This is an optimization exercise on Yosys and OpenROAD, whose aim is small area and a short achievable clock period, not a production implementation.
At most, simulation tests tie the RTL to the original design; equivalence was not proved.
Power figures rest on the tool's default switching activity, not on a simulated workload.

==> inputs of umber <==
// FIFO
module FIFO #(
 parameter width=8,
 parameter depth=16
 )(
input clk,reset,
input [width-1:0] datain,
input write_en, read_en,
output reg [width-1:0] dataout,
output full,empty,output [4:0] countout);
reg [width-1:0] fifo [0:depth-1];
reg [3:0] w_ptr;
reg [depth-1:0] rsel;
reg [4:0] count;
reg       empty_r;
wire wa = write_en & ~count[4];
wire ra, nra;
fifo_nand2 ura (.a(read_en), .b(~empty_r), .y(nra));
fifo_inv   urb (.a(nra), .y(ra));
wire [3:0] wlo_n, whi_n;
wire [15:0] wsel;
wire [3:0] w_n;
wire nfull;
fifo_inv uwi0 (.a(w_ptr[0]), .y(w_n[0]));
fifo_inv uwi1 (.a(w_ptr[1]), .y(w_n[1]));
fifo_inv uwi2 (.a(w_ptr[2]), .y(w_n[2]));
fifo_inv uwi3 (.a(w_ptr[3]), .y(w_n[3]));
fifo_inv uwf  (.a(count[4]), .y(nfull));
fifo_nand2 uwl0 (.a(w_n[0]),   .b(w_n[1]),   .y(wlo_n[0]));
fifo_nand2 uwl1 (.a(w_ptr[0]), .b(w_n[1]),   .y(wlo_n[1]));
fifo_nand2 uwl2 (.a(w_n[0]),   .b(w_ptr[1]), .y(wlo_n[2]));
fifo_nand2 uwl3 (.a(w_ptr[0]), .b(w_ptr[1]), .y(wlo_n[3]));
fifo_nand3 uwh0 (.a(w_n[2]),   .b(w_n[3]),   .c(nfull), .y(whi_n[0]));
fifo_nand3 uwh1 (.a(w_ptr[2]), .b(w_n[3]),   .c(nfull), .y(whi_n[1]));
fifo_nand3 uwh2 (.a(w_n[2]),   .b(w_ptr[3]), .c(nfull), .y(whi_n[2]));
fifo_nand3 uwh3 (.a(w_ptr[2]), .b(w_ptr[3]), .c(nfull), .y(whi_n[3]));
genvar g;
  ...
==> module FIFO, before the edit <==
module FIFO #(
 parameter width=8,
 parameter depth=16
 )(
input clk,reset,
input [width-1:0] datain,
input write_en, read_en,
output reg [width-1:0] dataout,
output full,empty,output [4:0] countout);
reg [width-1:0] fifo [0:depth-1];
reg [3:0] w_ptr;
reg [depth-1:0] rsel;
reg [4:0] count;
reg       empty_r;
wire wa = write_en & ~count[4];
wire ra, nra;
fifo_nand2 ura (.a(read_en), .b(~empty_r), .y(nra));
fifo_inv   urb (.a(nra), .y(ra));
wire [3:0] wlo_n, whi_n;
wire [15:0] wsel;
wire [3:0] w_n;
wire nfull;
fifo_inv uwi0 (.a(w_ptr[0]), .y(w_n[0]));
fifo_inv uwi1 (.a(w_ptr[1]), .y(w_n[1]));
fifo_inv uwi2 (.a(w_ptr[2]), .y(w_n[2]));
fifo_inv uwi3 (.a(w_ptr[3]), .y(w_n[3]));
fifo_inv uwf  (.a(count[4]), .y(nfull));
fifo_nand2 uwl0 (.a(w_n[0]),   .b(w_n[1]),   .y(wlo_n[0]));
fifo_nand2 uwl1 (.a(w_ptr[0]), .b(w_n[1]),   .y(wlo_n[1]));
fifo_nand2 uwl2 (.a(w_n[0]),   .b(w_ptr[1]), .y(wlo_n[2]));
fifo_nand2 uwl3 (.a(w_ptr[0]), .b(w_ptr[1]), .y(wlo_n[3]));
fifo_nand3 uwh0 (.a(w_n[2]),   .b(w_n[3]),   .c(nfull), .y(whi_n[0]));
fifo_nand3 uwh1 (.a(w_ptr[2]), .b(w_n[3]),   .c(nfull), .y(whi_n[1]));
fifo_nand3 uwh2 (.a(w_n[2]),   .b(w_ptr[3]), .c(nfull), .y(whi_n[2]));
fifo_nand3 uwh3 (.a(w_ptr[2]), .b(w_ptr[3]), .c(nfull), .y(whi_n[3]));
genvar g;
generate for (g = 0; g < depth; g = g + 1) begin : sel
  fifo_nor2 uw (.a(wlo_n[g % 4]), .b(whi_n[g / 4]), .y(wsel[g]));
end endgenerate
integer i;
always @(posedge clk) begin
  for (i = 0; i < depth; i = i + 1)
    if (wsel[i]) fifo[i] <= datain;
end
wire [width-1:0] dnext;
generate for (g = 0; g < width; g = g + 1) begin : rb
  wire [7:0] t;
  wire p0, p1;
  genvar k;
  for (k = 0; k < 8; k = k + 1) begin : a
    fifo_aoi22 u (.a1(rsel[2*k]), .a2(fifo[2*k][g]), .b1(rsel[2*k+1]), .b2(fifo[2*k+1][g]), .y(t[k]));
  end
  fifo_nand4 u0 (.a(t[0]), .b(t[1]), .c(t[2]), .d(t[3]), .y(p0));
  fifo_nand4 u1 (.a(t[4]), .b(t[5]), .c(t[6]), .d(t[7]), .y(p1));
  fifo_o32a  u2 (.a1(nra), .a2(p0), .a3(p1), .b1(ra), .b2(dataout[g]), .x(dnext[g]));
end endgenerate
wire up = wa & ~ra;
wire dn = ra & ~wa;
reg [4:0] cnext;
reg       cu, cd;
always @* begin
  cu = up; cd = dn;
  for (i = 0; i < 5; i = i + 1) begin
    cnext[i] = count[i] ^ (cu | cd);
    cu = cu & count[i];
    cd = cd & ~count[i];
  end
end
wire one = count[0] & (count[3:1] == 3'd0);
always @(posedge clk or negedge reset) begin
  if (!reset) begin
    w_ptr   <= 4'd0;
    rsel    <= {{(depth-1){1'b0}}, 1'b1};
    count   <= 5'd0;
    empty_r <= 1'b1;
    dataout <= {width{1'b0}};
  end else begin
    if (wa) w_ptr <= w_ptr + 4'd1;
    if (ra) rsel <= {rsel[depth-2:0], rsel[depth-1]};
    dataout <= dnext;
    count   <= cnext;
    empty_r <= (empty_r | (one & read_en)) & ~wa;
  end
end
assign full = count[4];
assign empty = empty_r;
assign countout = count;
endmodule
==> module fifo_inv, before the edit <==
module fifo_inv (input a, output y);
  assign y = ~a;
endmodule
==> module fifo_nand2, before the edit <==
module fifo_nand2 (input a, b, output y);
  assign y = ~(a & b);
endmodule
==> module fifo_nand3, before the edit <==
module fifo_nand3 (input a, b, c, output y);
  assign y = ~(a & b & c);
endmodule
==> module fifo_nand4, before the edit <==
module fifo_nand4 (input a, b, c, d, output y);
  assign y = ~(a & b & c & d);
endmodule
==> module fifo_nor2, before the edit <==
module fifo_nor2 (input a, b, output y);
  assign y = ~(a | b);
endmodule
==> module fifo_aoi22, before the edit <==
module fifo_aoi22 (input a1, a2, b1, b2, output y);
  assign y = ~((a1 & a2) | (b1 & b2));
endmodule
==> module fifo_o32a, before the edit <==
module fifo_o32a (input a1, a2, a3, b1, b2, output x);
  assign x = (a1 | a2 | a3) & (b1 | b2);
endmodule
export LEC_CHECK = 0
export CAP_MARGIN = 20
export CORE_MARGIN = 2
export CORE_UTILIZATION = 40
export SLEW_MARGIN = 20
export SYNTH_HIERARCHICAL = 1
create_clock -name core_clock -period 2.8 [get_ports {clk}]
run.sh (not shown) runs the stock make flow with config.mk's settings and CLKGATE_MAP_FILE= SYNTH_SCRIPT=/design/flow/synth_recipe.tcl, a recipe that flattens the netlist after the stock synthesis.
==> ember (differences from umber) <==
==> flow/design.v (replaced) <==
`timescale 1ns / 1ps
module FIFO #(
 parameter width=8,
 parameter depth=16
 )(
input clk,reset,
input [width-1:0] datain,
input write_en, read_en,
output reg [width-1:0] dataout,
output full,empty,output [4:0] countout);
reg [width-1:0] fifo [0:depth-1];
reg [$clog2(depth)-1:0] w_ptr,r_ptr;
reg [4:0] count;
always @ (posedge clk or negedge reset)  
begin
if (!reset)
begin 
w_ptr<=0;
r_ptr<=0;
count<=0;
dataout<=0;
end
else begin
if (write_en && !full) begin
fifo[w_ptr]<=datain;
w_ptr<=(w_ptr+1)%depth;
end
if (read_en && !empty) begin
dataout<=fifo[r_ptr];
r_ptr<=(r_ptr+1)%depth;
end
count<=count+{4'b0,write_en && !full}-{4'b0,read_en && !empty};
end 
end 
assign full=(count==depth);
assign empty=(count==0);
assign countout=count;
endmodule
SYNTH_HIERARCHICAL = not set   (was 1)
==> results.txt <==
Clock Buffer Count: 18
Met3 Track Usage GR: 0.0524
Status: complete, no violations
Power Internal: 4.93 mW
Synth warnings: 9
Sw power: 1.62 mW
CP bufs+invs: 1
All-Layer GR Usage: 0.169
Top Registers: fifo (128), rsel (16), dataout (8)
Reg area: 0.00470 mm^2
The numbers above come from umber.

==> results.txt <==
Synth warnings: 2
CP bufs+invs: 5
Power Internal: 4.89 mW
Status: complete, no violations
Clock Buffer Count: 19
Reg area: 0.00437 mm^2
Top Registers: fifo (128), dataout (8), count (5)
The numbers above come from ember.

The RTL of umber was laid out without a check of its function.

re-timing with driven ports:
No port has a modelled driver above. Below, the same layouts with a new extraction and two added sets of constraints.
Step 1: set_driving_cell puts a clkbuf_16 on clk and a buf_2 on each other input, an assumption about the parent block.
Step 2 also shifts input and output timing later by t, the mid clock arrival at the registers, as if the neighbouring blocks saw the same clock.
a / b / c = ideal / step 1 / step 2; a / b = the first two.
run	t (ns)	setup WS [ns]	latest minus earliest clock arrival (ns)
umber	0.446	0.766 / 0.728 / 0.579	0.011 / 0.011
ember	0.460	0.197 / 0.197 / 0.132	0.009 / 0.009
After both steps setup and hold are still met in every run listed. For umber, which loses most, drivers alone change the setup slack by -0.038 ns; drivers and shift together by -0.187 ns.
